Source: an optimization exercise on an open RTL-to-GDS flow (aim: small area and a short achievable clock period). Production flows keep margins and buffers that such runs may drop. At most, simulation tests tie the RTL to the original design; equivalence was not proved. For runs 1 to 7, only the layout was checked, not whether the RTL still works. Power is estimated from default activity; no workload was simulated.

==> design.v <==
module sel_mux #(
    parameter W = 8
)(
    input s,
    input sn,
    input [W - 1:0] a,
    input [W - 1:0] b,
    output [W - 1:0] x
);
assign x = ({W{s}} & a) | ({W{sn}} & b);
endmodule  
module prefix_or #(
    parameter N = 128,
    parameter L = 7     
)(
    input  [N - 1:0] in,
    output [N - 1:0] out
);
localparam NG = N / 4;     
localparam NB = N / 16;    
wire [N - 1:0]  lg;        
wire [NG - 1:0] g;         
wire [NG - 1:0] lb;        
wire [NB - 1:0] b;         
wire [NB - 1:0] pb;        
genvar i;
generate
    for (i = 0; i < NG; i = i + 1) begin : grp
        assign lg[4 * i]     = 1'b0;
        assign lg[4 * i + 1] = in[4 * i];
        assign lg[4 * i + 2] = in[4 * i] | in[4 * i + 1];
        assign lg[4 * i + 3] = in[4 * i] | in[4 * i + 1] | in[4 * i + 2];
        assign g[i] = |in[4 * i +: 4];
    end
    for (i = 0; i < NB; i = i + 1) begin : blk
        assign lb[4 * i]     = 1'b0;
        assign lb[4 * i + 1] = g[4 * i];
        assign lb[4 * i + 2] = g[4 * i] | g[4 * i + 1];
        assign lb[4 * i + 3] = g[4 * i] | g[4 * i + 1] | g[4 * i + 2];
        assign b[i] = |g[4 * i +: 4];
        if (i == 0) begin : first
            assign pb[i] = 1'b0;
        end else begin : rest
            assign pb[i] = |b[i - 1:0];
        end
    end
    for (i = 0; i < N; i = i + 1) begin : o
        assign out[i] = pb[i / 16] | lb[i / 4] | lg[i];
    end
endgenerate
endmodule  
module LU_cache #(
    parameter CELL_SIZE = 8,
    parameter CELL_COUNT = 128,
    parameter CELL_ADDR_SIZE = 7
)
(
    input clk,
    input reset,
    input [CELL_SIZE - 1:0] data_in,
    input new_data,
    output [CELL_COUNT * CELL_SIZE - 1:0] data_out
);
reg  [CELL_COUNT * CELL_SIZE - 1:0] cells;
wire [CELL_COUNT * CELL_SIZE - 1:0] cells_next;
wire [CELL_COUNT - 1:0] eq;
wire [CELL_COUNT - 1:0] below;    
wire [CELL_COUNT - 1:0] shift = {CELL_COUNT{new_data}} & ~below;
wire [CELL_COUNT - 1:0] hold = ~shift;
wire [CELL_COUNT * CELL_SIZE - 1:0] shifted = {cells[(CELL_COUNT - 1) * CELL_SIZE - 1:0], data_in};
assign data_out = cells;
genvar j;
generate
    for (j = 0; j < CELL_COUNT; j = j + 1) begin : cmp
        assign eq[j] = cells[j * CELL_SIZE +: CELL_SIZE] == data_in;
    end
endgenerate
prefix_or #(.N(CELL_COUNT), .L(CELL_ADDR_SIZE)) PO (.in(eq), .out(below));
generate
    for (j = 0; j < CELL_COUNT; j = j + 1) begin : nxt
        sel_mux #(.W(CELL_SIZE)) M (
            .s(shift[j]),
            .sn(hold[j]),
            .a(shifted[j * CELL_SIZE +: CELL_SIZE]),
            .b(cells[j * CELL_SIZE +: CELL_SIZE]),
            .x(cells_next[j * CELL_SIZE +: CELL_SIZE])
        );
    end
endgenerate
always @(posedge clk or negedge reset) begin
    if (!reset) cells <= 0;
    else cells <= cells_next;
end
endmodule  
==> flow/run.sh <==
#!/bin/bash
# Standard ORFS layout with these changes:
#  - port buffers are buf_1 instead of the cell buffer_ports picks by default;
#  - the slow AND/OR cells (and*, or*) are added to the don't-use list, so
#    synthesis and repair build logic from NAND/NOR/AOI cells;

set -euo pipefail
DU="sky130_fd_sc_hd__probe_p_8 sky130_fd_sc_hd__probec_p_8 sky130_fd_sc_hd__lpflow_bleeder_1 sky130_fd_sc_hd__lpflow_clkbufkapwr_1 sky130_fd_sc_hd__lpflow_clkbufkapwr_16 sky130_fd_sc_hd__lpflow_clkbufkapwr_2 sky130_fd_sc_hd__lpflow_clkbufkapwr_4 sky130_fd_sc_hd__lpflow_clkbufkapwr_8 sky130_fd_sc_hd__lpflow_clkinvkapwr_1 sky130_fd_sc_hd__lpflow_clkinvkapwr_16 sky130_fd_sc_hd__lpflow_clkinvkapwr_2 sky130_fd_sc_hd__lpflow_clkinvkapwr_4 sky130_fd_sc_hd__lpflow_clkinvkapwr_8 sky130_fd_sc_hd__lpflow_decapkapwr_12 sky130_fd_sc_hd__lpflow_decapkapwr_3 sky130_fd_sc_hd__lpflow_decapkapwr_4 sky130_fd_sc_hd__lpflow_decapkapwr_6 sky130_fd_sc_hd__lpflow_decapkapwr_8 sky130_fd_sc_hd__lpflow_inputiso0n_1 sky130_fd_sc_hd__lpflow_inputiso0p_1 sky130_fd_sc_hd__lpflow_inputiso1n_1 sky130_fd_sc_hd__lpflow_inputiso1p_1 sky130_fd_sc_hd__lpflow_inputisolatch_1 sky130_fd_sc_hd__lpflow_isobufsrc_1 sky130_fd_sc_hd__lpflow_isobufsrc_16 sky130_fd_sc_hd__lpflow_isobufsrc_2 sky130_fd_sc_hd__lpflow_isobufsrc_4 sky130_fd_sc_hd__lpflow_isobufsrc_8 sky130_fd_sc_hd__lpflow_isobufsrckapwr_16 sky130_fd_sc_hd__lpflow_lsbuf_lh_hl_isowell_tap_1 sky130_fd_sc_hd__lpflow_lsbuf_lh_hl_isowell_tap_2 sky130_fd_sc_hd__lpflow_lsbuf_lh_hl_isowell_tap_4 sky130_fd_sc_hd__lpflow_lsbuf_lh_isowell_4 sky130_fd_sc_hd__lpflow_lsbuf_lh_isowell_tap_1 sky130_fd_sc_hd__lpflow_lsbuf_lh_isowell_tap_2 sky130_fd_sc_hd__lpflow_lsbuf_lh_isowell_tap_4"
EX=" sky130_fd_sc_hd__or2_0 sky130_fd_sc_hd__or2_1 sky130_fd_sc_hd__or2_2 sky130_fd_sc_hd__or2_4 sky130_fd_sc_hd__or3_1 sky130_fd_sc_hd__or3_2 sky130_fd_sc_hd__or3_4 sky130_fd_sc_hd__or4_1 sky130_fd_sc_hd__or4_2 sky130_fd_sc_hd__or4_4 sky130_fd_sc_hd__or2b_1 sky130_fd_sc_hd__or2b_2 sky130_fd_sc_hd__or2b_4 sky130_fd_sc_hd__or3b_1 sky130_fd_sc_hd__or3b_2 sky130_fd_sc_hd__or3b_4 sky130_fd_sc_hd__or4b_1 sky130_fd_sc_hd__or4b_2 sky130_fd_sc_hd__or4b_4 sky130_fd_sc_hd__or4bb_1 sky130_fd_sc_hd__or4bb_2 sky130_fd_sc_hd__or4bb_4 sky130_fd_sc_hd__and2_0 sky130_fd_sc_hd__and2_1 sky130_fd_sc_hd__and2_2 sky130_fd_sc_hd__and2_4 sky130_fd_sc_hd__and3_1 sky130_fd_sc_hd__and3_2 sky130_fd_sc_hd__and3_4 sky130_fd_sc_hd__and4_1 sky130_fd_sc_hd__and4_2 sky130_fd_sc_hd__and4_4 sky130_fd_sc_hd__and2b_1 sky130_fd_sc_hd__and2b_2 sky130_fd_sc_hd__and2b_4 sky130_fd_sc_hd__and3b_1 sky130_fd_sc_hd__and3b_2 sky130_fd_sc_hd__and3b_4 sky130_fd_sc_hd__and4b_1 sky130_fd_sc_hd__and4b_2 sky130_fd_sc_hd__and4b_4 sky130_fd_sc_hd__and4bb_1 sky130_fd_sc_hd__and4bb_2 sky130_fd_sc_hd__and4bb_4"
bash standard.sh "BUFFER_PORTS_ARGS=-buffer_cell sky130_fd_sc_hd__buf_1" "DONT_USE_CELLS=$DU $EX" finish > layout.log 2>&1
==> standard.sh <==
#!/bin/bash
# synth_recipe.tcl (not shown) runs the flow's synth.tcl, then flattens the netlist and writes it again
# the make line also repeats each setting of config.mk as NAME=value (left out here)
make -C /OpenROAD-flow-scripts/flow DESIGN_CONFIG=/design/flow/config.mk WORK_HOME=/design/flow/orfs CLKGATE_MAP_FILE= SYNTH_SCRIPT=/design/flow/synth_recipe.tcl "${@:-finish}"
==> config.mk <==
export PLATFORM = sky130hd
export DESIGN_NAME = LU_cache
export DESIGN_NICKNAME = LU_cache
export VERILOG_FILES = /design/flow/design.v
export SDC_FILE = /design/flow/constraint.sdc
export NUM_CORES = 4
export LEC_CHECK = 0
export CAP_MARGIN = 20
export CORE_MARGIN = 2
export CORE_UTILIZATION = 55
export SETUP_SLACK_MARGIN = 3.0
export SLEW_MARGIN = 20
export SYNTH_HIERARCHICAL = 1
==> constraint.sdc <==
create_clock -name core_clock -period 7.0 [get_ports {clk}]
set_input_delay 1.4000 -clock core_clock [delete_from_list [all_inputs] [get_ports {clk}]]
set_output_delay 1.4000 -clock core_clock [all_outputs]
set_load 0.01 [all_outputs]
==> run notes, run 1 <==
- Status: timing/DRC/antenna clean
- Mapped Avg Cell Area: around 12 sq um
- Worst Hold End: cells[1021]
- CP dominant cell by count: nor2_1
- Worst skew pair latency: about 0.71 ns
- Max reg flops: 1,024
- Initial drt markers: roughly 4,600
- CP delay by family, top: simple AND/OR/NAND/NOR gates
- Num CTS Buffers: 110
- Critical Path RT: 7.57 ns
- Setup TNS Final: 0 ns
- Via density per instance: 6.274
- Slew @ Worst Pin: 1.344 ns
- DRT Pass-1 Iters: 5
- Post-route DRC: 0
- Hold Crit Class: reg2reg
- Worst path max stage delay: approximately 0.48 ns
- Worst vdd ir: roughly 0.00024 V
- Die Y: a little over 300 microns
- CTS H-tree depth: 3
- RSZ-0062 raised after global routing: yes
- # IOs: around 1,000
- CP Class: in2reg
- Final WL: 201,700 microns
- Clock skew: ~0.028 ns
- Grt total ovfl: 0
- Initial antenna violation count: 1
- Hold_ws: approximately 0.51 ns
- Layout Utilization: 65.19%
- Arrival @ worst endpoint: 4.57 ns
- Effective utilization at floorplan: 55.44%
- Final slew viol count: 0
- PD cells: between 200 and 300 nW/um^2
- Number of port buffers: just over 1,000
- Pre-CTS setup slack: between 0.8 and 0.9 ns
- Final setup viols: 0
- CTS Buffer Depth: 3
- CTS tree: built
- Final Cycle Share: between 50% and 60%
- Core Rows: between 100 and 150
- Largest reg by FF count: cells
- R2R setup slack: ~3.7 ns
- CTS Sinks: 1,024
- Largest net degree at the start of global routing: approximately 130
- Nets: 5,253
- Setup ws final: about 3.0 ns
- Die area: a little under 100,000 sq um
- Worst Path Buf+Inv: 4
- Vias: between 40,000 and 50,000
- Diode count: 0
- YS warnings: 7
- Share of cells above drive strength 1: 10.59%
- Rel. slew slack: 10.37%
- DP Area: 54,890 sq um
- Slowest stage cell on the critical path: nor2_1
- Area Growth Syn to Fin: 17.59%
- Routed Antenna Nets: 0
- Min-delay src: cells[1021]
- Tot GR Track Use: roughly 40%
- Final Hold Fails: 0
- Final min period: around 4.0 ns
- Reg-to-Reg End: cells[797]
- RD Place Congestion: around 0.99
- Leakage power: roughly 0.026 uW
- CTS clk-pin slew, worst paths: ~0.06 ns
- Die width: 310.7 microns
- DR WL/cell: about 30 microns
- Core ar.: around 93,000 sq um
- Post-Synthesis Cells: approximately 4,300
- Depth of the worst hold-timing path: 1
- Cells along the critical path: clkbuf_16 -> buf_16 -> xnor2_1 -> nand4_1 -> nor2_1 -> nor2_1 -> nand3_2 -> nand4bb_4 -> nor3b_4 -> buf_6 -> buf_12 -> nand4b_1 -> nand2b_2 -> a22o_1
- First-pass GRT wire length: around 280,000 microns
- Synthesized net count: 4,346
- Vias in the first global route: 38,794
- Maximum fanout along the worst path: 22
- Fin area: ~60,000 sq um
- Worst Setup Start Kind: input pin
- Post-synthesis cell area: around 52,000 sq um
- Largest registers in the final layout: cells (1024)
- CTS root buffer: clkbuf_16
- Achievable frequency: between 200 and 250 MHz
- Reg-to-Reg Start: cells[251]
- Reported max-cap violation count: 0
- FF-to-FF path depth: 12
- CP endpoint kind: register
- Hpwl dp: ~140,000 microns
-- worst max-delay path by stage --
stage                    start         end  slack, ns  cells past startpoint
finish              data_in[3]  cells[797]       3.00                     14
global route        data_in[7]  cells[685]       2.94                     17
CTS                 data_in[1]  cells[865]       2.93                     17
detailed placement  data_in[3]  cells[542]       0.84                     14
global placement    data_in[5]  cells[570]       0.86                     14
floorplan           data_in[6]  cells[496]       2.93                     15
-- layout make-up --
| cell class | instances | area, sq um |
|---|---|---|
| fill | 7630 | 32480 |
| sequential | 1024 | 25620 |
| multi-input combinational | 2780 | 22910 |
| timing repair buffer | 1182 | 6284 |
| clock buffer | 154 | 3201 |
| tap | 1254 | 1569 |
| inverter | 144 | 718.2 |
| clock inverter | 44 | 539.3 |
-- report_power, final --
| group | internal [uW] | switching (uW) |
|---|---|---|
| clock network | 3580 | 2480 |
| logic | 1770 | 2730 |
| registers | 6330 | 779 |
| total | 11700 | 5990 |
-- layer usage --
metal  part of all wire [%]  global-route usage (%)  up-vias
met5                 0.0035                       0        -
met4                    6.9                   22.88        2
met3                    9.3                   10.56      499
met2                     45                   59.69     2142
met1                     39                   51.70    21153
li1                       -                       -    17499
-- stage by stage --
step | power, uW | cells
floorplan | 10300 | 4335
global placement | 10990 | 6308
detailed placement | 11030 | 6308
CTS | 17280 | 6542
global route | 18310 | 6582
finish | 17670 | 6582
-- repair_timing --
action | 4_1_cts | 5_1_grt
hold buffers | 0 | 0
endpoints found under the hold margin | 0 | 0
gates resized for setup | 165 | 174
setup endpoints to repair | 917 | 824
gates cloned | 10 | 24
pin swaps | 15 | 12
buffers inserted | 26 | 16
-- cells in the final DEF, fill, tap and decap left out, drive strengths merged --
| master | instances |
|---|---|
| clkinv | 26 |
| nand4b | 15 |
| nor4 | 28 |
| xnor2 | 1016 |
| nand4 | 264 |
| inv | 130 |
| clkbuf | 180 |
| nand3 | 35 |
| nand2b | 147 |
| nor2 | 170 |
| nor3 | 16 |
| a22o | 1024 |
| nand4bb | 3 |
| nor4bb | 2 |
| clkinvlp | 21 |
| conb | 1 |
| nor3b | 3 |
| buf | 1155 |
| bufinv | 11 |
| bufbuf | 1 |
| nor2b | 4 |
| nand2 | 31 |
| dfrtp | 1024 |
| nand3b | 21 |
==> inputs of run 2 (changes only) <==
--- a/config.mk
+++ b/config.mk
@@ -10,2 +10,4 @@
 export CORE_UTILIZATION = 55
+export CTS_BUF_LIST = sky130_fd_sc_hd__clkbuf_8
+export CTS_CLUSTER_SIZE = 25
 export SETUP_SLACK_MARGIN = 3.0
==> run 2 against run 1 <==
  * Combinational power decreased by 6.9%
  * Non-clock buffer count is 35 lower
  * Die area unchanged
  * Critical path depth grew 3
==> run notes, run 2 <==
- CP endpoint: cells[703]
- Grt total ovfl: 0
- Rel. slew slack: a little over a third
- R2R setup slack: approximately 3.5 ns
- Sequential power share: between 40% and 50%
- Hpwl dp: roughly 140,000 microns
- Setup TNS Final: 0 ns
- Sw power: 5847 uW
- Nets: about 5,300
- Post-Synthesis Cells: 4,335
- Share of cells above drive strength 1: approximately a tenth
- Synthesized net count: between 4,000 and 5,000
- DR WL/cell: between 20 and 30 microns
- Final Cycle Share: between 50% and 60%
- Leakage power: between 0.02 and 0.03 uW
- Clock skew: around 0.029 ns
- Worst setup startpoint: data_in[1]
- CP endpoint kind: register
- Arrival @ worst endpoint: about 4.8 ns
- Reported max-cap violation count: 0
- Largest net degree at the start of global routing: 133
- Hold buffer count at CTS: 0
- Max reg flops: roughly 1,000
- Routed Antenna Nets: 0
- Hold Crit Class: reg2reg
- RD Place Congestion: between 0.9 and 1
- YS warnings: 7
- Worst Setup Start Kind: input pin
- Final min period: ~4 ns
- CTS H-tree depth: 4
- Core Rows: 112
- Fillers: ~7,800
- Critical Path RT: approximately 7.7 ns
- Die width: approximately 310 microns
- Final WL: between 150,000 and 200,000 microns
- CTS clk-pin slew, worst paths: about 0.06 ns
- Number of port buffers: ~1,000
- Layout Utilization: a little under two thirds
- Area Growth Syn to Fin: 14.80%
- Final Hold Fails: 0
- Slew @ Worst Pin: between 0.9 and 1 ns
- Effective utilization at floorplan: ~55%
- Final setup viols: 0
- Via density per instance: 6.195
- CP Class: in2reg
- Worst vdd ir: 0.0002293 V
- Num CTS Buffers: around 170
- CTS root buffer: clkbuf_8
- Vias in the first global route: around 39,000
- Initial antenna violation count: 2
- First-pass GRT wire length: between 200,000 and 300,000 microns
- P_int: 10,710 uW
- Maximum fanout along the worst path: 23
- Post-route DRC: 0
- Largest reg by FF count: cells
- Post-synthesis cell area: slightly above 50,000 sq um
- Reg-to-Reg End: cells[828]
- Vias: 41,178
- DRT Pass-1 Iters: 5
- Worst skew pair latency: 0.87 ns
- Final slew viol count: 0
- FF-to-FF path depth: 13
- PD cells: approximately 280 nW/um^2
- Status: timing/DRC/antenna clean
- CTS tree: built
- Initial drt markers: around 4,200
- Achievable frequency: 249.5 MHz
- Reg-to-Reg Start: cells[130]
- Switching Share: between 30% and 40%
- Gate power share: approximately 25%
- # IOs: 1,035
- Commonest non-fill, non-tap cells in the layout: a22o_1 (1,024), dfrtp_1 (1,024), buf_1 (1,024)
- Mapped Avg Cell Area: around 12 sq um
- Tot GR Track Use: approximately 39%
- Clock network fraction of total power: a little under a third
- Core ar.: between 90,000 and 100,000 sq um
- Die area: 96,550 sq um
- RSZ-0062 raised after global routing: yes
- CTS Buffer Depth: 3
- CTS Sinks: around 1,000
- Largest registers in the final layout: cells (1024)
- Die Y: between 300 and 400 microns
-- run 2: timing repair --
item | in CTS | in global routing
gates resized for setup | 75 | 123
pin swaps | 9 | 9
setup endpoints to repair | 896 | 797
cloned | 4 | 7
setup buffers | 13 | 13
-- run 2: area by class of cell --
| class | count | area [sq um] | area share [%] |
|---|---|---|---|
| flip-flops and latches | 1024 | 25620 | 43.14 |
| clock inverters | 85 | 385.4 | 0.6488 |
| repair buffers | 1147 | 5598 | 9.424 |
| well taps | 1254 | 1569 | 2.641 |
| clock buffers | 216 | 2973 | 5.005 |
| diodes | 1 | 2.502 | 0.004213 |
| multi-input cells | 2776 | 22630 | 38.10 |
| inverters | 144 | 618.1 | 1.041 |
-- run 2: worst max-delay path, cell delays in order --
cell and delay [ns]:
clkbuf_16 0.20, buf_16 0.20, buf_4 0.17, xnor2_1 0.13, nand4_1 0.09, nor2_1 0.09, nor4_4 0.39, nand4b_1 0.14
buf_4 0.18, buf_4 0.17, nor4_1 0.27, nor3b_4 0.28, buf_4 0.17, buf_6 0.18, nand3_1 0.08, nand2b_2 0.28
a22o_1 0.28
-- run 2: metal layers --
layer  global-route usage [%]  part of all wire, %  up-vias
met5                        0               0.0066        -
met4                    22.54                  6.5        2
met3                    10.72                  9.4      495
met2                    59.26                   45     2241
met1                    51.13                   39    20940
li1                         -                    -    17500
-- run 2: metrics by stage --
| stage | hold slack [ns] | power (uW) | worst slack (ns) | cell area, sq um | instances |
|---|---|---|---|---|---|
| 4_1_cts | 0.4983 | 16350 | 3.001 | 58810 | 6626 |
| 3_3_place_gp | 0.4787 | 10990 | 0.8627 | 54890 | 6308 |
| 5_1_grt | 0.5082 | 17230 | 2.866 | 59400 | 6647 |
| 6_report | 0.4991 | 16550 | 2.993 | 59400 | 6647 |
| 2_1_floorplan | 0.5323 | 10300 | 2.926 | 52120 | 4335 |
| 3_5_place_dp | 0.4790 | 11030 | 0.8419 | 54890 | 6308 |
-- run 2: how the worst min path moves through the flow --
stage	start	endpoint	cells past startpoint
after global placement	cells[1019]	cells[1019]	1
after CTS	cells[1016]	cells[1016]	1
after detailed placement	cells[1016]	cells[1016]	1
after global routing	cells[1023]	cells[1023]	1
final	cells[1021]	cells[1021]	1
after floorplan	cells[1016]	cells[1016]	1
-- run 2: power groups by stage --
stage | sequential, uW | combinational [uW] | clock, uW
after floorplan | 7090 | 3210 | 0
after global placement | 7180 | 3810 | 0
after detailed placement | 7180 | 3850 | 0
after CTS | 7070 | 3960 | 5320
after global routing | 7140 | 4510 | 5590
final | 7110 | 4190 | 5250
==> inputs of run 3 (changes only) <==
--- a/config.mk
+++ b/config.mk
@@ -9,3 +9,3 @@
 export CORE_MARGIN = 2
-export CORE_UTILIZATION = 55
+export CORE_UTILIZATION = 70
 export CTS_BUF_LIST = sky130_fd_sc_hd__clkbuf_8
==> run 3 against run 2 <==
  * The flow now stops in I/O pin placement (3_2_place_iop)
  * Area after synthesis unchanged
  * Synthesized cell count is the same
==> run notes, run 3 <==
- Post-synthesis cell area: roughly 52,000 sq um
- Fail Step: I/O pin placement (3_2_place_iop)
- Post-Synthesis Cells: between 4,000 and 5,000
- Mapped Avg Cell Area: between 10 and 15 sq um
- Synthesized net count: ~4,300
- Core Rows: between 90 and 100
- Die Y: ~280 microns
- Die width: 275.9 microns
- Effective utilization at floorplan: 70.80%
- First Err: [ERROR PPL-0024] Number of IO pins (1035) exceeds maximum number of available positions (994). Increase the die perimeter from 1103.54um to 1407.60um.
- YS warnings: 7
- Status: aborted with a tool error
==> inputs of run 4 (changes only) <==
==> design.v (replaced) <==
module sel_mux #(
    parameter W = 8
)(
    input s,
    input sn,
    input [W - 1:0] a,
    input [W - 1:0] b,
    output [W - 1:0] x
);
assign x = ({W{s}} & a) | ({W{sn}} & b);
endmodule  
module eq_cmp #(
    parameter W = 8
)(
    input [W - 1:0] a,
    input [W - 1:0] b,
    output eq
);
assign eq = a == b;
endmodule  
module g_nor #(
    parameter N = 2
)(
    input [N - 1:0] a,
    output y
);
assign y = ~(|a);
endmodule  
module g_nand #(
    parameter N = 2
)(
    input [N - 1:0] a,
    output y
);
assign y = ~(&a);
endmodule  
module hold_gate #(
    parameter HAS_G = 1,
    parameter INV_G = 0,
    parameter HAS_B = 1,
    parameter INV_B = 0,
    parameter HAS_P = 1,
    parameter HAS_Q = 0
)(
    input nd,
    input g,
    input b,
    input p,
    input q,
    output hold
);
wire gt = HAS_G ? (INV_G ? ~g : g) : 1'b1;
wire bt = HAS_B ? (INV_B ? ~b : b) : 1'b1;
wire pt = HAS_P ? p : 1'b1;
wire qt = HAS_Q ? q : 1'b1;
assign hold = ~(nd & gt & bt & pt & qt);
endmodule  
module LU_cache #(
    parameter CELL_SIZE = 8,
    parameter CELL_COUNT = 128,
    parameter CELL_ADDR_SIZE = 7
)
(
    input clk,
    input reset,
    input [CELL_SIZE - 1:0] data_in,
    input new_data,
    output [CELL_COUNT * CELL_SIZE - 1:0] data_out
);
localparam NG = CELL_COUNT / 4;     
localparam NB = CELL_COUNT / 16;    
reg  [CELL_COUNT * CELL_SIZE - 1:0] cells;
wire [CELL_COUNT * CELL_SIZE - 1:0] cells_next;
wire [CELL_COUNT * CELL_SIZE - 1:0] shifted = {cells[(CELL_COUNT - 1) * CELL_SIZE - 1:0], data_in};
wire [CELL_COUNT - 1:0] eq;
wire [CELL_COUNT - 1:0] hold;
wire [CELL_COUNT - 1:0] shift;
assign data_out = cells;
genvar i;
generate
    for (i = 0; i < CELL_COUNT; i = i + 1) begin : cmp
        eq_cmp #(.W(CELL_SIZE)) C (
            .a(cells[i * CELL_SIZE +: CELL_SIZE]), .b(data_in), .eq(eq[i]));
    end
endgenerate
wire [NG - 1:0] z2, z3, zg;
generate
    for (i = 0; i < NG; i = i + 1) begin : grp
        g_nor #(.N(2)) N2 (.a(eq[4 * i +: 2]), .y(z2[i]));
        g_nor #(.N(3)) N3 (.a(eq[4 * i +: 3]), .y(z3[i]));
        g_nor #(.N(4)) N4 (.a(eq[4 * i +: 4]), .y(zg[i]));
    end
endgenerate
wire [NB - 1:0] a2, a3, ab;
generate
    for (i = 0; i < NB; i = i + 1) begin : blk
        g_nand #(.N(2)) A2 (.a(zg[4 * i +: 2]), .y(a2[i]));
        g_nand #(.N(3)) A3 (.a(zg[4 * i +: 3]), .y(a3[i]));
        g_nand #(.N(4)) A4 (.a(zg[4 * i +: 4]), .y(ab[i]));
    end
endgenerate
wire [NB - 1:0] np, nq;
assign np[0] = 1'b1;
assign nq[4:0] = 5'b11111;
g_nor #(.N(1)) P1 (.a(ab[0:0]), .y(np[1]));
g_nor #(.N(2)) P2 (.a(ab[1:0]), .y(np[2]));
g_nor #(.N(3)) P3 (.a(ab[2:0]), .y(np[3]));
g_nor #(.N(4)) P4 (.a(ab[3:0]), .y(np[4]));
g_nor #(.N(1)) Q5 (.a(ab[4:4]), .y(nq[5]));
g_nor #(.N(2)) Q6 (.a(ab[5:4]), .y(nq[6]));
g_nor #(.N(3)) Q7 (.a(ab[6:4]), .y(nq[7]));
assign np[7:5] = {3{np[4]}};
generate
    for (i = 0; i < CELL_COUNT; i = i + 1) begin : sel
        localparam integer T = i % 4;           
        localparam integer K = (i / 4) % 4;     
        localparam integer M = i / 16;          
        wire gterm = (T == 0) ? 1'b1 : (T == 1) ? eq[i - 1] : (T == 2) ? z2[i / 4] : z3[i / 4];
        wire bterm = (K == 0) ? 1'b1 : (K == 1) ? zg[i / 4 - 1] : (K == 2) ? a2[i / 16] : a3[i / 16];
        hold_gate #(
            .HAS_G(T != 0), .INV_G(T == 1),
            .HAS_B(K != 0), .INV_B(K >= 2),
            .HAS_P(M != 0), .HAS_Q(M >= 5)
        ) H (
            .nd(new_data), .g(gterm), .b(bterm), .p(np[M]), .q(nq[M]),
            .hold(hold[i])
        );
        g_nor #(.N(1)) S (.a(hold[i +: 1]), .y(shift[i]));
        sel_mux #(.W(CELL_SIZE)) MX (
            .s(shift[i]),
            .sn(hold[i]),
            .a(shifted[i * CELL_SIZE +: CELL_SIZE]),
            .b(cells[i * CELL_SIZE +: CELL_SIZE]),
            .x(cells_next[i * CELL_SIZE +: CELL_SIZE])
        );
    end
endgenerate
always @(posedge clk or negedge reset) begin
    if (!reset) cells <= 0;
    else cells <= cells_next;
end
endmodule  
--- a/config.mk
+++ b/config.mk
@@ -9,5 +9,3 @@
 export CORE_MARGIN = 2
-export CORE_UTILIZATION = 70
-export CTS_BUF_LIST = sky130_fd_sc_hd__clkbuf_8
-export CTS_CLUSTER_SIZE = 25
+export CORE_UTILIZATION = 55
 export SETUP_SLACK_MARGIN = 3.0
==> run 4 against run 3 <==
  * Now clean on timing, DRC and antenna
  * Area after synthesis is 3.0% lower
  * Synthesized cell count is 5.0% lower
==> run notes, run 4 <==
- Status: timing/DRC/antenna clean
- CTS Sinks: 1,024
- Arrival @ worst endpoint: 4.55 ns
- # IOs: between 1,000 and 1,500
- Nets: approximately 5,200
- Synthesized net count: 4,128
- CTS root buffer: clkbuf_16
- Vias: 40,782
- CP endpoint kind: register
- DR WL/cell: roughly 30 microns
- Effective utilization at floorplan: about 56%
- Worst skew pair latency: just over 0.7 ns
- Via density per instance: around 6.3
- Post-Synthesis Cells: 4,117
- Commonest non-fill, non-tap cells in the layout: a22o_1 (1,024), dfrtp_1 (1,024), buf_1 (1,024)
- Max reg flops: 1,024
- Final Cycle Share: between 50 and 60%
- Worst path max stage delay: roughly 0.36 ns
- Reported max-cap violation count: 0
- Hpwl dp: 137,400 microns
- CTS Buffer Depth: 3
- Diode count: 0
- Core ar.: between 90,000 and 100,000 sq um
- CTS H-tree depth: 3
- RD Place Congestion: ~0.95
- Worst Setup Start Kind: input pin
- Slowest stage cell on the critical path: nor4_4
- Post-synthesis cell area: around 50,000 sq um
- First-pass GRT wire length: 273,400 microns
- Clock skew: around 0.034 ns
- Clock network fraction of total power: about a third
- CTS clk-pin slew, worst paths: 0.06 ns
- Final min period: approximately 4.0 ns
- Number of port buffers: just over 1,000
- CTS tree: built
- Final WL: just under 200,000 microns
- Share of cells above drive strength 1: 9.735%
- Area Growth Syn to Fin: 19.04%
- Largest registers in the final layout: cells (1024)
- Multi-input combinational cell area: 22,120 sq um
- Final Hold Fails: 0
- Initial antenna violation count: 1
- Setup TNS Final: 0 ns
- Largest reg by FF count: cells
- Rel. slew slack: approximately 30%
- Routed Antenna Nets: 0
- DRT Pass-1 Iters: 5
- Post-route DRC: 0
- CP Class: in2reg
- YS warnings: 7
- PD cells: between 200 and 300 nW/um^2
- Cells along the critical path: clkbuf_16 -> buf_4 -> xnor2_1 -> nand4_1 -> nor2_1 -> nor4_4 -> nand4_1 -> buf_4 -> nor4_4 -> buf_6 -> buf_4 -> clkbuf_16 -> nand4b_1 -> buf_4 -> a22o_1
- Mapped Avg Cell Area: roughly 12 sq um
- Vias in the first global route: 38,325
- Maximum fanout along the worst path: 36
- P_int: ~11,000 uW
- Gate power share: between 20% and 30%
- Num CTS Buffers: 110
- Die width: 306.1 microns
- Final slew viol count: 0
- Critical Path RT: 7.57 ns
- Sequential power share: 41.3%
- Grt total ovfl: 0
- Final setup viols: 0
- Tot GR Track Use: between 30 and 40%
- Achievable frequency: between 200 and 300 MHz
- Die area: between 90,000 and 100,000 sq um
- Sw power: between 5000 and 6000 uW
- Fillers: 7,239
- Sequential Area: 25,620 sq um
- Worst vdd ir: 0.0002849 V
- Slew @ Worst Pin: around 1.1 ns
- Initial drt markers: between 4,000 and 5,000
- CP dominant cell by count: buf_4
- Leakage power: 0.02520 uW
- Die Y: 306.1 microns
- RSZ-0062 raised after global routing: yes
- Hold Crit Class: reg2reg
- Hold_ws: roughly 0.50 ns
- Switching Share: between 30% and 40%
- Core Rows: 110
- Largest net degree at the start of global routing: between 150 and 200
[run 4: worst max-delay path, delay by kind of cell]
family | cells | cell delay (ns)
XOR/XNOR | 1 | 0.14
AND/OR/NAND/NOR | 6 | 1.17
buffers and inverters | 7 | 1.51
AO/OA/AOI/OAI | 1 | 0.19
[run 4: final timing paths]
kind	startpoint	to	slack [ns]	depth (start not counted)
min	cells[1017]	cells[1017]	0.50	1
max in group asynchronous	reset	cells[989]	4.74	2
min in group asynchronous	reset	cells[21]	0.85	1
max reg2reg	cells[3]	cells[254]	3.74	12
min reg2reg	cells[1017]	cells[1017]	0.50	1
max	data_in[0]	cells[876]	3.02	15
[run 4: per-stage QoR]
stage	instance area [sq um]	cells	power, uW	utilization (%)	worst slack (ns)
after detailed placement	54290	6128	10700	60.13	1.048
after global placement	54290	6128	10650	60.13	1.091
final	59760	6466	17120	66.19	3.018
after floorplan	50300	4117	9835	-	2.268
after global routing	59760	6466	17730	66.19	2.967
after CTS	58890	6396	16810	65.22	3.001
[run 4: metal layers]
layer  share of wire [%]  GRT usage, %  up-vias
met3                 9.5         10.50      472
met2                  46         61.58     2033
met4                 6.6         21.47        2
li1                    -             -    17365
met1                  38         49.41    20910
met5              0.0067             0        -
[run 4: timing repair]
| item | CTS | global route |
|---|---|---|
| pin swaps | 37 | 21 |
| hold buffers | 0 | 0 |
| gates resized for setup | 84 | 43 |
| setup buffers | 60 | 52 |
| setup endpoints to repair | 896 | 859 |
| gates cloned | 6 | 18 |
[run 4: final cells by class]
class	count	share of cell area, %
clock inverter	32	0.5506
clock buffer	170	5.508
tap	1176	2.462
multi-input combinational	2698	37.02
timing repair buffer	1227	10.69
inverter	139	0.8856
sequential	1024	42.88
[run 4: power by group through the flow]
stage / Sequential, uW / Combinational [uW] / Clock, uW
2_1_floorplan: 7100 / 2730 / 0
3_3_place_gp: 7160 / 3500 / 0
3_5_place_dp: 7150 / 3550 / 0
4_1_cts: 7050 / 3850 / 5920
5_1_grt: 7110 / 4450 / 6170
6_report: 7080 / 4170 / 5870
==> inputs of run 5 (changes only) <==
--- a/config.mk
+++ b/config.mk
@@ -10,3 +10,3 @@
 export CORE_UTILIZATION = 55
-export SETUP_SLACK_MARGIN = 3.0
+export SETUP_SLACK_MARGIN = 3.6
 export SLEW_MARGIN = 20
==> run 5 against run 4 <==
  * Still clean on timing, DRC and antenna
  * Worst setup slack improved by 0.19 ns
  * Clock power up 3%
  * First-iteration DRC count is 13% higher
  * Power increased by 8.9%
  * Synthesized cell count did not move
  * Flip-flop and latch count unchanged
  * Wire length grew 8.3%
  * Largest power group unchanged
==> run notes, run 5 <==
- Status: timing/DRC/antenna clean
- Setup ws final: around 3.2 ns
- Max reg flops: a little over 1,000
- Mapped Avg Cell Area: 12.19 sq um
- Post-Synthesis Cells: about 4,100
- Hold Crit Class: reg2reg
- Final WL: 211,400 microns
- Hold buffer count at CTS: 0
- Worst Hold End: cells[1019]
- Slew @ Worst Pin: between 1 and 1.5 ns
- Vias in the first global route: about 40,000
- Area Growth Syn to Fin: 27.51%
- Cells along the critical path: clkbuf_16 -> buf_16 -> buf_4 -> xnor2_1 -> nand4_1 -> nor2_1 -> nor4_4 -> nand4_1 -> buf_6 -> nor4_4 -> buf_6 -> buf_12 -> buf_16 -> nand4b_1 -> buf_6 -> a22o_1
- Share of cells above drive strength 1: roughly 16%
- Post-synthesis cell area: between 50,000 and 60,000 sq um
- Final setup viols: 0
- Final Hold Fails: 0
- Sw power: around 6300 uW
- P_int: 12,300 uW
- Setup TNS Final: 0 ns
- Core Rows: 110
- Final slew viol count: 0
- Vias: between 40,000 and 50,000
- Commonest non-fill, non-tap cells in the layout: a22o_1 (1,024), dfrtp_1 (1,024), buf_1 (1,024)
- Min-delay src: cells[1019]
- DRT Pass-1 Iters: 5
- Die width: approximately 310 microns
- YS warnings: 7
- Gate power share: 29.3%
- Largest net degree at the start of global routing: approximately 160
- Clock network fraction of total power: about 33%
- Effective utilization at floorplan: around 56%
- First-pass GRT wire length: 293,200 microns
- Rel. slew slack: 23.00%
- Die area: 93,710 sq um
- Initial antenna violation count: 0
- Critical Path RT: 7.58 ns
- Nets: 5,447
- Worst path max stage delay: around 0.29 ns
- Maximum fanout along the worst path: 8
- Initial drt markers: 4,621
- Final min period: ~3.8 ns
- CP delay by family, top: buffers and inverters
- Reg-to-Reg End: cells[879]
- CP dominant cell by count: buf_6
- CTS clk-pin slew, worst paths: 0.06 ns
- Pre-CTS setup slack: ~1.2 ns
- Number of port buffers: slightly above 1,000
- Leakage power: approximately 0.027 uW
- CTS H-tree depth: 3
- Hold_ws: between 0.5 and 0.6 ns
- Sequential Area: approximately 26,000 sq um
- PD cells: ~290 nW/um^2
- FF-to-FF path depth: 14
- Tot GR Track Use: between 40% and 50%
- Via density per instance: around 6.4
- Worst Path Buf+Inv: 8
- Die Y: 306.1 microns
- Hpwl dp: 139,600 microns
- CP Class: in2reg
- Reported max-cap violation count: 0
- CTS tree: built
- Final Cycle Share: a little over half
- CP endpoint kind: register
- Multi-input combinational cell area: about 23,000 sq um
- Switching Share: roughly a third
- Largest reg by FF count: cells
- Fillers: around 6,600
- CTS Buffer Depth: 3
- R2R setup slack: a little under 4 ns
- Post-route DRC: 0
- RSZ-0062 raised after global routing: yes
- Reg-to-Reg Start: cells[133]
- Achievable frequency: roughly 260 MHz
- Clock skew: around 0.022 ns
- Core ar.: around 90,000 sq um
- Depth of the worst hold-timing path: 1
- CTS Sinks: around 1,000
- Grt total ovfl: 0
- Slowest stage cell on the critical path: nor4_4
- Worst skew pair latency: roughly 0.70 ns
- Sequential power share: a little under two fifths
- Largest registers in the final layout: cells (1024)
- Routed Antenna Nets: 0
- Worst Setup Start Kind: input pin
- RD Place Congestion: ~0.94
- Synthesized net count: between 4,000 and 5,000
- Worst vdd ir: about 0.00033 V
- CTS root buffer: clkbuf_16
- DR WL/cell: around 32 microns
- Num CTS Buffers: between 100 and 150
- # IOs: about 1,000
- Arrival @ worst endpoint: between 4 and 5 ns
==> run 5: worst max-delay path by stage <==
| stage | from | end | slack [ns] | cells past startpoint |
|---|---|---|---|---|
| after floorplan | data_in[6] | cells[808] | 2.27 | 10 |
| after global placement | data_in[3] | cells[879] | 1.17 | 13 |
| after detailed placement | data_in[3] | cells[874] | 1.15 | 13 |
| after CTS | data_in[1] | cells[912] | 3.33 | 14 |
| after global routing | data_in[3] | cells[134] | 3.14 | 19 |
| final | data_in[3] | cells[879] | 3.21 | 16 |
==> run 5: what timing repair did <==
item,CTS,global route
resized for setup,363,239
setup buffers,185,93
pin swaps,97,194
cloned,46,42
setup endpoints to repair,968,934
==> run 5: layout make-up <==
type / count / area share (%)
Clock inverter: 30 / 0.6528
Multi-Input combinational cell: 2714 / 35.76
Antenna cell: 1 / 0.003909
Tap cell: 1176 / 2.299
Timing Repair Buffer: 1449 / 14.79
Sequential cell: 1024 / 40.03
Clock buffer: 169 / 5.215
Inverter: 139 / 1.253
==> run 5: stage by stage <==
stage	total power, uW	util [%]	cell area, sq um	instances
2_1_floorplan	9835	-	50300	4117
3_3_place_gp	10670	60.12	54280	6136
3_5_place_dp	10720	60.12	54280	6136
4_1_cts	17820	68.41	61760	6566
5_1_grt	19250	70.90	64010	6701
6_report	18640	70.90	64010	6702
==> run 5: power groups by stage <==
stage | sequential (uW) | clock, uW | combinational, uW
after floorplan | 7100 | 0 | 2730
after global placement | 7170 | 0 | 3500
after detailed placement | 7170 | 0 | 3550
after CTS | 7070 | 6090 | 4650
after global routing | 7130 | 6350 | 5760
final | 7100 | 6070 | 5460
==> run 5: per-layer routing <==
metal  GRT usage [%]  share of wire, %  up-vias
met1           51.82                36    21889
li1                -                 -    17935
met5               0                 0        -
met3           13.19                10      691
met2           65.90                45     2456
met4           27.83               8.4        0
==> inputs of run 6 (changes only) <==
--- a/config.mk
+++ b/config.mk
@@ -10,3 +10,5 @@
 export CORE_UTILIZATION = 55
-export SETUP_SLACK_MARGIN = 3.6
+export CTS_CLUSTER_DIAMETER = 100
+export CTS_CLUSTER_SIZE = 20
+export SETUP_SLACK_MARGIN = 3.0
 export SLEW_MARGIN = 20
==> run 6 against run 5 <==
  * Count of clock-buffer cells in the layout is 110 lower
  * Wire length is 7.7% lower
  * Highest routed layer unchanged
  * Non-clock buffer count is 189 lower
  * Global-route usage is 3.7 points lower
  * Design area is 9.5% lower
  * Synthesized cell count stayed put
==> run notes, run 6 <==
- Number of port buffers: roughly 1,000
- Die width: approximately 300 microns
- CP endpoint kind: register
- Largest net degree at the start of global routing: between 150 and 200
- Worst vdd ir: 0.0002648 V
- First-pass GRT wire length: about 270,000 microns
- Post-route DRC: 0
- Achievable frequency: 253.4 MHz
- RSZ-0062 raised after global routing: yes
- Commonest non-fill, non-tap cells in the layout: a22o_1 (1,024), dfrtp_1 (1,024), buf_1 (1,024)
- # IOs: around 1,000
- Effective utilization at floorplan: between 50% and 60%
- DR WL/cell: about 30 microns
- Fin area: slightly below 60,000 sq um
- RD Place Congestion: between 0.9 and 1
- Final Hold Fails: 0
- Via density per instance: approximately 6.4
- Final setup viols: 0
- Vias: 40,506
- Maximum fanout along the worst path: 27
- Mapped Avg Cell Area: about 12 sq um
- Area Growth Syn to Fin: 15.38%
- Die area: between 90,000 and 100,000 sq um
- Routed Antenna Nets: 0
- YS warnings: 7
- Share of cells above drive strength 1: just over 8%
- Largest reg by FF count: cells
- Hold Crit Class: reg2reg
- Initial drt markers: roughly 4,000
- Final min period: 3.946 ns
- Rel. slew slack: between 30% and 40%
- Max reg flops: between 1,000 and 1,500
- Critical Path RT: approximately 7.6 ns
- Reported max-cap violation count: 0
- Nets: 5,191
- Tot GR Track Use: slightly below 40%
- CTS tree: built
- Worst skew pair latency: around 0.7 ns
- CTS Buffer Depth: 3
- CTS clk-pin slew, worst paths: 0.09 ns
- Core Rows: 110
- Slew @ Worst Pin: slightly above 1 ns
- Clock skew: around 0.027 ns
- Core ar.: 90,290 sq um
- Final Cycle Share: ~56%
- Setup ws final: 3.054 ns
- Initial antenna violation count: 0
- Layout Cells excl Fill: approximately 6,400
- Hpwl dp: 137,400 microns
- Die Y: 306.1 microns
- Status: timing/DRC/antenna clean
- Post-Synthesis Cells: between 4,000 and 5,000
- Diode count: 0
- PD cells: between 200 and 300 nW/um^2
- DP Area: 54,290 sq um
- Placed cells: slightly above 6,000
- Num CTS Buffers: 57
- Final slew viol count: 0
- Leakage power: around 0.024 uW
- Largest registers in the final layout: cells (1024)
- CP Class: in2reg
- CTS Sinks: around 1,000
- Final WL: 195,100 microns
- CTS root buffer: clkbuf_16
- Synthesized net count: just over 4,000
- CTS H-tree depth: 2
- Setup TNS Final: 0 ns
- Arrival @ worst endpoint: approximately 4.6 ns
- Hold_ws: slightly above 0.5 ns
- Pre-CTS setup slack: 1.048 ns
- Post-synthesis cell area: about 50,000 sq um
- DRT Pass-1 Iters: 6
- Vias in the first global route: between 30,000 and 40,000
- Worst Setup Start Kind: input pin
- Grt total ovfl: 0
[run 6: final timing paths]
check                                  from           to  slack (ns)  cells after the start
worst max register to register     cells[2]   cells[237]        3.75                     12
worst max-delay path             data_in[1]   cells[605]        3.05                     15
max in group asynchronous             reset   cells[977]        4.68                      2
worst min-delay path            cells[1017]  cells[1017]        0.51                      1
min in group asynchronous             reset    cells[14]        0.84                      1
worst min register to register  cells[1017]  cells[1017]        0.51                      1
[run 6: repair_timing]
action | 4_1_cts | 5_1_grt
pin swaps | 38 | 26
endpoints found under the setup margin | 896 | 876
setup buffers | 71 | 69
hold buffers | 0 | 0
gates cloned | 5 | 24
resized for setup | 86 | 48
[run 6: cell type report]
class	instances	area (sq um)
Inverter	139	551.8
Clock inverter	3	55.05
Clock buffer	59	1476
Multi-Input combinational cell	2698	22120
Tap cell	1176	1471
Fill cell	7407	32360
Sequential cell	1024	25620
Timing Repair Buffer	1260	6630
[run 6: report_power, final]
part | switching, uW | internal, uW
registers | 735 | 6330
clock network | 1990 | 1530
logic | 2610 | 1570
total | 5340 | 9430
[run 6: per-layer routing]
layer	up-vias	global-route usage, %	share of wire, %	wire, microns
met1	20765	49.00	37	72960
met4	0	22.12	7.1	13810
met5	-	0	0	0
met3	471	9.878	9.5	18620
li1	17260	-	-	-
met2	2010	61.30	46	89680
[run 6: critical path, stage by stage]
cell and delay [ns]:
clkbuf_16 0.26, buf_12 0.27, xnor2_1 0.12, nand4_1 0.10, nor2_1 0.11, nor4_2 0.29
buf_4 0.23, nand4_1 0.09, buf_4 0.19, nor4_4 0.16, buf_6 0.22, buf_16 0.20
nand4b_1 0.37, inv_2 0.28, a22o_1 0.17
[run 6: stage by stage]
stage	total power (uW)	utilization, %
floorplan	9835	-
global placement	10650	60.13
detailed placement	10700	60.13
CTS	14470	62.92
global route	15340	64.16
finish	14770	64.16
==> inputs of run 7 (changes only) <==
--- a/config.mk
+++ b/config.mk
@@ -10,5 +10,5 @@
 export CORE_UTILIZATION = 55
-export CTS_CLUSTER_DIAMETER = 100
-export CTS_CLUSTER_SIZE = 20
-export SETUP_SLACK_MARGIN = 3.0
+export CTS_BUF_LIST = sky130_fd_sc_hd__clkbuf_8
+export CTS_CLUSTER_SIZE = 25
+export SETUP_SLACK_MARGIN = 3.6
 export SLEW_MARGIN = 20
==> run 7 against run 6 <==
  * Combinational power is 16% higher
  * Register-to-register slack improved by 0.07 ns
  * First-iteration DRC count grew 15%
  * Die area is the same
  * Critical endpoint is now cells[1001]
  * Highest routed layer unchanged
==> run notes, run 7 <==
- Core Rows: 110
- First-pass GRT wire length: between 200,000 and 300,000 microns
- R2R setup slack: around 3.8 ns
- CTS tree: built
- Reg-to-Reg End: cells[800]
- DRT Pass-1 Iters: 6
- Initial antenna violation count: 3
- Routed Antenna Nets: 0
- Largest registers in the final layout: cells (1024)
- Reg-to-Reg Start: cells[74]
- Final setup viols: 0
- Hpwl dp: about 140,000 microns
- Min-delay src: cells[1019]
- CTS clk-pin slew, worst paths: around 0.060 ns
- Maximum fanout along the worst path: 9
- Post-Synthesis Cells: approximately 4,100
- Status: timing/DRC/antenna clean
- DR WL/cell: 30.68 microns
- CTS Sinks: roughly 1,000
- Die width: roughly 300 microns
- Final min period: 3.653 ns
- RD Place Congestion: around 0.94
- Vias in the first global route: roughly 40,000
- Number of port buffers: between 1,000 and 1,500
- Die area: between 90,000 and 100,000 sq um
- Synthesized net count: ~4,100
- Rel. slew slack: 34.37%
- RSZ-0062 raised after global routing: yes
- Post-route DRC: 0
- DP Area: 54,280 sq um
- Critical Path RT: around 7.7 ns
- Slowest stage cell on the critical path: nor4_4
- Reported max-cap violation count: 0
- Post-synthesis cell area: between 50,000 and 60,000 sq um
- Nets: roughly 5,400
- Depth of the worst hold-timing path: 1
- Share of cells above drive strength 1: 14.60%
- YS warnings: 7
- Cells along the critical path: clkbuf_16 -> buf_16 -> buf_12 -> buf_12 -> xnor2_1 -> nand4_1 -> nor2_2 -> nor4_4 -> nand4_1 -> nor3_4 -> buf_6 -> nor2b_4 -> nand4b_1 -> buf_6 -> a22o_1
- CTS Buffer Depth: 3
- Die Y: slightly above 300 microns
- PD cells: 282.1 nW/um^2
- Layout Utilization: between 60% and 70%
- # IOs: 1,035
- Area Growth Syn to Fin: 24.18%
- Worst vdd ir: 0.0003111 V
- Setup ws final: between 3 and 4 ns
- CP Class: in2reg
- Core ar.: around 90,000 sq um
- CP endpoint kind: register
- Arrival @ worst endpoint: approximately 4.4 ns
- Final WL: slightly above 200,000 microns
- Via density per instance: roughly 6.3
- Achievable frequency: 273.8 MHz
- Worst path max stage delay: 0.35 ns
- Setup TNS Final: 0 ns
- Initial drt markers: around 4,500
- Largest reg by FF count: cells
- FF-to-FF path depth: 13
- Fin area: just over 60,000 sq um
- Mapped Avg Cell Area: between 10 and 15 sq um
- Final slew viol count: 0
- Final Hold Fails: 0
- Worst Setup Start Kind: input pin
- Vias: around 43,000
- Largest net degree at the start of global routing: ~160
- Max reg flops: 1,024
- CTS root buffer: clkbuf_8
- Tot GR Track Use: ~43%
- Num CTS Buffers: roughly 170
- Effective utilization at floorplan: 55.61%
- Worst skew pair latency: just under 0.9 ns
- Hold Crit Class: reg2reg
- Final Cycle Share: 52.18%
- Grt total ovfl: 0
- Worst Hold End: cells[1019]
- Leakage power: about 0.027 uW
- Clock skew: 0.04192 ns
- CTS H-tree depth: 4
- Pre-CTS setup slack: between 1 and 1.5 ns
- Commonest non-fill, non-tap cells in the layout: a22o_1 (1,024), dfrtp_1 (1,024), buf_1 (1,024)
- Slew @ Worst Pin: approximately 0.98 ns
## run 7: worst max path at each step
stage | startpoint | endpoint | slack [ns]
finish | data_in[1] | cells[1001] | 3.35
CTS | data_in[6] | cells[800] | 3.48
global placement | data_in[3] | cells[879] | 1.17
global route | data_in[6] | cells[800] | 3.31
floorplan | data_in[6] | cells[808] | 2.27
detailed placement | data_in[3] | cells[874] | 1.15
## run 7: what timing repair did
| item | CTS | global route |
|---|---|---|
| gates cloned | 49 | 17 |
| endpoints found under the hold margin | 0 | 0 |
| pin swaps | 87 | 111 |
| resized for setup | 276 | 174 |
| endpoints found under the setup margin | 960 | 806 |
| hold buffers | 0 | 0 |
| setup buffers | 156 | 49 |
## run 7: where the power goes
part	internal [uW]	total (uW)	switching (uW)	leakage (uW)
registers	6340	7100	759	0.0142
logic	1970	4860	2890	0.0103
clock network	3110	5630	2520	0.00208
## run 7: critical path, delay by kind of cell
family	cells	cell delay (ns)
xor+xnor	1	0.12
compound gates	1	0.18
simple gates	7	1.55
buf+inv	6	1.05
## run 7: area by class of cell
| class | instances | area, sq um |
|---|---|---|
| Antenna cell | 1 | 2.502 |
| Clock buffer | 224 | 3083 |
| Clock inverter | 86 | 558.0 |
| Fill cell | 6924 | 27940 |
| Inverter | 139 | 715.7 |
| Multi-Input combinational cell | 2703 | 22520 |
| Sequential cell | 1024 | 25620 |
| Tap cell | 1176 | 1471 |
| Timing Repair Buffer | 1365 | 8364 |
## run 7: routing by layer
| metal | track usage, % | vias up | share of wire (%) |
|---|---|---|---|
| li1 | - | 17878 | - |
| met1 | 51.61 | 21718 | 36 |
| met2 | 65.98 | 2384 | 46 |
| met3 | 13.11 | 636 | 10 |
| met4 | 27.68 | 0 | 7.8 |
| met5 | 0 | - | 0 |
## run 7: stage by stage
step	instances	hold slack, ns	power (uW)
2_1_floorplan	4117	0.5323	9835
3_3_place_gp	6136	0.4792	10670
3_5_place_dp	6136	0.4805	10720
4_1_cts	6651	0.5003	17010
5_1_grt	6718	0.5136	18220
6_report	6718	0.5070	17590
==> inputs of run 8 (changes only) <==
--- a/design.v
+++ b/design.v
@@ -11,4 +11,4 @@
 endmodule  
-module eq_cmp #(
-    parameter W = 8
+module ne_cmp #(
+    parameter W = 4
 )(
@@ -16,5 +16,5 @@
     input [W - 1:0] b,
-    output eq
+    output ne
 );
-assign eq = a == b;
+assign ne = a != b;
 endmodule  
@@ -36,9 +36,30 @@
 endmodule  
+module g_oai22 (
+    input a1,
+    input a2,
+    input b1,
+    input b2,
+    output y
+);
+assign y = ~((a1 | a2) & (b1 | b2));
+endmodule  
+module pre_gate #(
+    parameter HAS_P = 1,
+    parameter HAS_Q = 0,
+    parameter BMODE = 1
+)(
+    input p,
+    input q,
+    input b,
+    output pa
+);
+wire pt = HAS_P ? p : 1'b1;
+wire qt = HAS_Q ? q : 1'b1;
+wire bt = (BMODE == 0) ? 1'b1 : (BMODE == 1) ? b : ~b;
+assign pa = ~(pt & qt & bt);
+endmodule  
 module hold_gate #(
     parameter HAS_G = 1,
-    parameter INV_G = 0,
-    parameter HAS_B = 1,
-    parameter INV_B = 0,
     parameter HAS_P = 1,
-    parameter HAS_Q = 0
+    parameter P_ANY = 1
 )(
@@ -46,12 +67,8 @@
     input g,
-    input b,
     input p,
-    input q,
     output hold
 );
-wire gt = HAS_G ? (INV_G ? ~g : g) : 1'b1;
-wire bt = HAS_B ? (INV_B ? ~b : b) : 1'b1;
-wire pt = HAS_P ? p : 1'b1;
-wire qt = HAS_Q ? q : 1'b1;
-assign hold = ~(nd & gt & bt & pt & qt);
+wire gt = HAS_G ? g : 1'b1;
+wire pt = HAS_P ? (P_ANY ? ~p : p) : 1'b1;
+assign hold = ~(nd & gt & pt);
 endmodule  
@@ -71,2 +88,3 @@
 localparam NB = CELL_COUNT / 16;    
+localparam H = CELL_SIZE / 2;
 reg  [CELL_COUNT * CELL_SIZE - 1:0] cells;
@@ -74,3 +92,3 @@
 wire [CELL_COUNT * CELL_SIZE - 1:0] shifted = {cells[(CELL_COUNT - 1) * CELL_SIZE - 1:0], data_in};
-wire [CELL_COUNT - 1:0] eq;
+wire [CELL_COUNT - 1:0] ml, mh;     
 wire [CELL_COUNT - 1:0] hold;
@@ -81,12 +99,18 @@
     for (i = 0; i < CELL_COUNT; i = i + 1) begin : cmp
-        eq_cmp #(.W(CELL_SIZE)) C (
-            .a(cells[i * CELL_SIZE +: CELL_SIZE]), .b(data_in), .eq(eq[i]));
+        ne_cmp #(.W(H)) L (.a(cells[i * CELL_SIZE +: H]), .b(data_in[H - 1:0]), .ne(ml[i]));
+        ne_cmp #(.W(CELL_SIZE - H)) U (.a(cells[i * CELL_SIZE + H +: CELL_SIZE - H]),
+                                        .b(data_in[CELL_SIZE - 1:H]), .ne(mh[i]));
     end
 endgenerate
-wire [NG - 1:0] z2, z3, zg;
+wire [NG - 1:0] e0, e2, y01, y23, n1, n2, n3, zg;
 generate
     for (i = 0; i < NG; i = i + 1) begin : grp
-        g_nor #(.N(2)) N2 (.a(eq[4 * i +: 2]), .y(z2[i]));
-        g_nor #(.N(3)) N3 (.a(eq[4 * i +: 3]), .y(z3[i]));
-        g_nor #(.N(4)) N4 (.a(eq[4 * i +: 4]), .y(zg[i]));
+        g_nor  #(.N(2)) E0 (.a({mh[4 * i], ml[4 * i]}), .y(e0[i]));
+        g_nor  #(.N(2)) E2 (.a({mh[4 * i + 2], ml[4 * i + 2]}), .y(e2[i]));
+        g_oai22        Y01 (.a1(ml[4 * i]), .a2(mh[4 * i]), .b1(ml[4 * i + 1]), .b2(mh[4 * i + 1]), .y(y01[i]));
+        g_oai22        Y23 (.a1(ml[4 * i + 2]), .a2(mh[4 * i + 2]), .b1(ml[4 * i + 3]), .b2(mh[4 * i + 3]), .y(y23[i]));
+        g_nor  #(.N(1)) N1 (.a(e0[i +: 1]), .y(n1[i]));
+        g_nor  #(.N(1)) N2 (.a(y01[i +: 1]), .y(n2[i]));
+        g_nor  #(.N(2)) N3 (.a({e2[i], y01[i]}), .y(n3[i]));
+        g_nor  #(.N(2)) ZG (.a({y23[i], y01[i]}), .y(zg[i]));
     end
@@ -112,2 +136,16 @@
 assign np[7:5] = {3{np[4]}};
+wire [NG - 1:0] pa;
+generate
+    for (i = 0; i < NG; i = i + 1) begin : pre
+        localparam integer K = i % 4;     
+        localparam integer M = i / 4;     
+        wire bterm = (K == 0) ? 1'b1 : (K == 1) ? zg[i - 1] : (K == 2) ? a2[M] : a3[M];
+        if (M == 0 || (K == 0 && M < 5)) begin : none
+            assign pa[i] = 1'b0;          
+        end else begin : gate
+            pre_gate #(.HAS_P(M != 0), .HAS_Q(M >= 5), .BMODE(K == 0 ? 0 : K == 1 ? 1 : 2)) G (
+                .p(np[M]), .q(nq[M]), .b(bterm), .pa(pa[i]));
+        end
+    end
+endgenerate
 generate
@@ -117,11 +155,11 @@
         localparam integer M = i / 16;          
-        wire gterm = (T == 0) ? 1'b1 : (T == 1) ? eq[i - 1] : (T == 2) ? z2[i / 4] : z3[i / 4];
-        wire bterm = (K == 0) ? 1'b1 : (K == 1) ? zg[i / 4 - 1] : (K == 2) ? a2[i / 16] : a3[i / 16];
+        wire gterm = (T == 0) ? 1'b1 : (T == 1) ? n1[i / 4] : (T == 2) ? n2[i / 4] : n3[i / 4];
+        wire pterm = (M == 0) ? ((K == 0) ? 1'b1 : (K == 1) ? zg[i / 4 - 1] : (K == 2) ? a2[0] : a3[0])
+                   : (K == 0 && M < 5) ? np[M] : pa[i / 4];
+        localparam PANY = (M == 0) ? (K >= 2) : !(K == 0 && M < 5);
         hold_gate #(
-            .HAS_G(T != 0), .INV_G(T == 1),
-            .HAS_B(K != 0), .INV_B(K >= 2),
-            .HAS_P(M != 0), .HAS_Q(M >= 5)
-        ) H (
-            .nd(new_data), .g(gterm), .b(bterm), .p(np[M]), .q(nq[M]),
-            .hold(hold[i])
+            .HAS_G(T != 0),
+            .HAS_P(M != 0 || K != 0), .P_ANY(PANY)
+        ) HG (
+            .nd(new_data), .g(gterm), .p(pterm), .hold(hold[i])
         );
--- a/config.mk
+++ b/config.mk
@@ -10,4 +10,2 @@
 export CORE_UTILIZATION = 55
-export CTS_BUF_LIST = sky130_fd_sc_hd__clkbuf_8
-export CTS_CLUSTER_SIZE = 25
 export SETUP_SLACK_MARGIN = 3.6
==> run 8 against run 7 <==
  * Still clean on timing, DRC and antenna
  * Utilization down 0.13 points
  * Power up 2.7%
  * First-iteration DRC count grew 5.2%
  * Flip-flop and latch count is the same
  * Maximum frequency is 5.4% lower
  * Non-clock buffer count fell by 11
  * Clock power is 8.0% higher
  * Worst hold slack worse by 0.0079 ns
  * Final cell count decreased by 1.5%
  * Register-to-register slack better by 0.02 ns
  * Largest power group unchanged
==> run notes, run 8 <==
- Status: timing/DRC/antenna clean
- Post-Synthesis Cells: about 4,100
- Initial drt markers: approximately 4,800
- Final slew viol count: 0
- Maximum fanout along the worst path: 11
- RSZ-0062 raised after global routing: yes
- Arrival @ worst endpoint: ~4.5 ns
- Vias in the first global route: 39,789
- Achievable frequency: between 200 and 300 MHz
- Largest net degree at the start of global routing: between 150 and 200
- CP endpoint kind: register
- Multi-input combinational cell area: 22,020 sq um
- Core ar.: ~90,000 sq um
- CTS tree: built
- Critical Path RT: roughly 7.6 ns
- CTS root buffer: clkbuf_16
- Mapped Avg Cell Area: around 12 sq um
- CP delay by family, top: simple AND/OR/NAND/NOR gates
- Core Rows: 110
- YS warnings: 7
- Grt total ovfl: 0
- Share of cells above drive strength 1: roughly an eighth
- Die Y: slightly above 300 microns
- Clock skew: between 0.02 and 0.03 ns
- Num CTS Buffers: roughly 110
- Vias: 41,990
- Final WL: 202,300 microns
- Hold buffer count at CTS: 0
- Post-route DRC: 0
- Worst path max stage delay: approximately 0.42 ns
- Rel. slew slack: a little under a third
- DR WL/cell: between 30 and 40 microns
- Nets: roughly 5,400
- Initial antenna violation count: 4
- Leakage power: 0.02609 uW
- CTS H-tree depth: 3
- Largest reg by FF count: cells
- Routed Antenna Nets: 0
- Reported max-cap violation count: 0
- CTS clk-pin slew, worst paths: 0.06 ns
- Largest registers in the final layout: cells (1024)
- DRT Pass-1 Iters: 6
- CP dominant cell by count: buf_4
- Max reg flops: 1,024
- Die area: slightly above 90,000 sq um
- Setup TNS Final: 0 ns
- Fillers: 6,960
- Slowest stage cell on the critical path: nand3b_1
- Diode count: 0
- Via density per instance: 6.344
- Sequential Area: 25,620 sq um
- Area Growth Syn to Fin: 24.30%
- Number of port buffers: 1,034
- Commonest non-fill, non-tap cells in the layout: a22o_1 (1,024), dfrtp_1 (1,024), buf_1 (1,024)
- Effective utilization at floorplan: 55.45%
- Slew @ Worst Pin: roughly 1.0 ns
- # IOs: 1,035
- Post-synthesis cell area: between 40,000 and 50,000 sq um
- Cells along the critical path: clkbuf_16 -> buf_16 -> buf_4 -> xnor2_1 -> nand4_1 -> o22ai_2 -> nor2_2 -> nand4_1 -> buf_4 -> nor3_4 -> nand3b_1 -> nand3b_1 -> buf_4 -> a22o_1
- Worst Setup Start Kind: input pin
- RD Place Congestion: approximately 0.96
- CP Class: in2reg
- Die width: 305.2 microns
- Final min period: between 3 and 4 ns
- Tot GR Track Use: a little over two fifths
- CTS Sinks: 1,024
- Hpwl dp: ~140,000 microns
- Final Hold Fails: 0
- Worst Path Buf+Inv: 5
- PD cells: 291.3 nW/um^2
- Final setup viols: 0
- Worst vdd ir: about 0.00027 V
- First-pass GRT wire length: around 290,000 microns
- Synthesized net count: around 4,100
- CTS Buffer Depth: 3
- Worst skew pair latency: just over 0.7 ns
- Hold Crit Class: reg2reg
- Overall power: about 18,000 uW
- Final Cycle Share: a little under three fifths
-- run 8: metrics by stage --
stage	hold WS (ns)	instances	utilization (%)	cell area (sq um)	setup slack [ns]
after detailed placement	0.4863	6144	59.97	53980	1.163
after global placement	0.4802	6144	59.97	53980	1.183
final	0.4991	6619	68.92	62040	3.140
after global routing	0.5137	6619	68.92	62040	3.103
after CTS	0.4996	6565	67.96	61170	3.292
after floorplan	0.5326	4138	-	50410	3.377
-- run 8: report_power, final --
group | total [uW] | switching [uW] | internal [uW]
combinational | 4930 | 2800 | 2130
clock | 6080 | 2480 | 3590
sequential | 7060 | 722 | 6340
-- run 8: what timing repair did --
action	CTS	global route
resized for setup	294	123
pin swaps	37	56
cloned	41	3
buffers inserted	174	51
endpoints found under the setup margin	987	891
-- run 8: area by class of cell --
cell class / instances / area share [%]
Inverter: 195 / 1.440
Clock buffer: 164 / 5.337
Timing Repair Buffer: 1354 / 13.29
Multi-Input combinational cell: 2664 / 35.50
Tap cell: 1176 / 2.372
Clock inverter: 42 / 0.7543
Sequential cell: 1024 / 41.31
-- run 8: final timing paths --
path                       depth (start not counted)          end  slack (ns)        start
setup / recovery                                  14  cells[1019]        3.14   data_in[6]
hold / removal                                     1  cells[1021]        0.50  cells[1021]
setup reg to reg                                  13  cells[1019]        3.84   cells[130]
hold reg to reg                                    1  cells[1021]        0.50  cells[1021]
max in group asynchronous                          2   cells[219]        4.62        reset
min in group asynchronous                          1    cells[14]        0.83        reset
-- run 8: worst reg2reg max path: cells and delay by family (launching register included) --
family,cells,cell delay (ns)
buffers and inverters,4,0.75
AO/OA/AOI/OAI,2,0.33
XOR/XNOR,1,0.15
AND/OR/NAND/NOR,6,1.42
flip-flops,1,0.44
-- run 8: routing by layer --
metal / share of wire (%) / vias up / wire (microns) / track usage (%)
met5: 0 / - / 0 / 0
met4: 7.8 / 0 / 15760 / 26.44
met3: 10 / 551 / 20730 / 11.95
met2: 45 / 2384 / 90900 / 64.85
met1: 37 / 21425 / 74890 / 53.63
li1: - / 17630 / - / -

[port drivers added, routing unchanged]
The flow's constraints put no driver on any port. The routed layouts listed below were extracted and timed again, unchanged, in two steps.
Step 1 assumes that a clkbuf_16 drives the clock port and a buf_2 every other input.
Step 2 moves the port delays by t, midway between the first and last clock arrival at a register: inputs arrive t later, outputs are due t later. That takes back most of the time a late clock gives input paths.
Three values: ideal, step 1, step 2; two values: the first two.
run	t, ns	setup slack, ns	worst setup path after step 2	latest minus earliest clock arrival (ns)	worst data-port slew with drivers (ns)
run 1	0.774	2.998 / 2.841 / 2.067	input to register	0.028 / 0.027	0.24
run 2	0.931	2.993 / 2.867 / 1.935	input to register	0.029 / 0.029	0.26
run 4	0.774	3.018 / 2.813 / 2.039	input to register	0.034 / 0.034	0.34
run 5	0.771	3.209 / 2.996 / 2.225	input to register	0.023 / 0.022	0.37
run 6	0.776	3.054 / 2.816 / 2.040	input to register	0.027 / 0.027	0.31
run 7	0.917	3.347 / 3.130 / 2.213	input to register	0.042 / 0.042	0.36
run 8	0.770	3.140 / 2.906 / 2.136	input to register	0.026 / 0.025	0.35
After both steps every run listed still meets setup and hold. The setup slack of run 7, which loses most, moves by -0.217 ns with the drivers and by -1.134 ns with both steps.
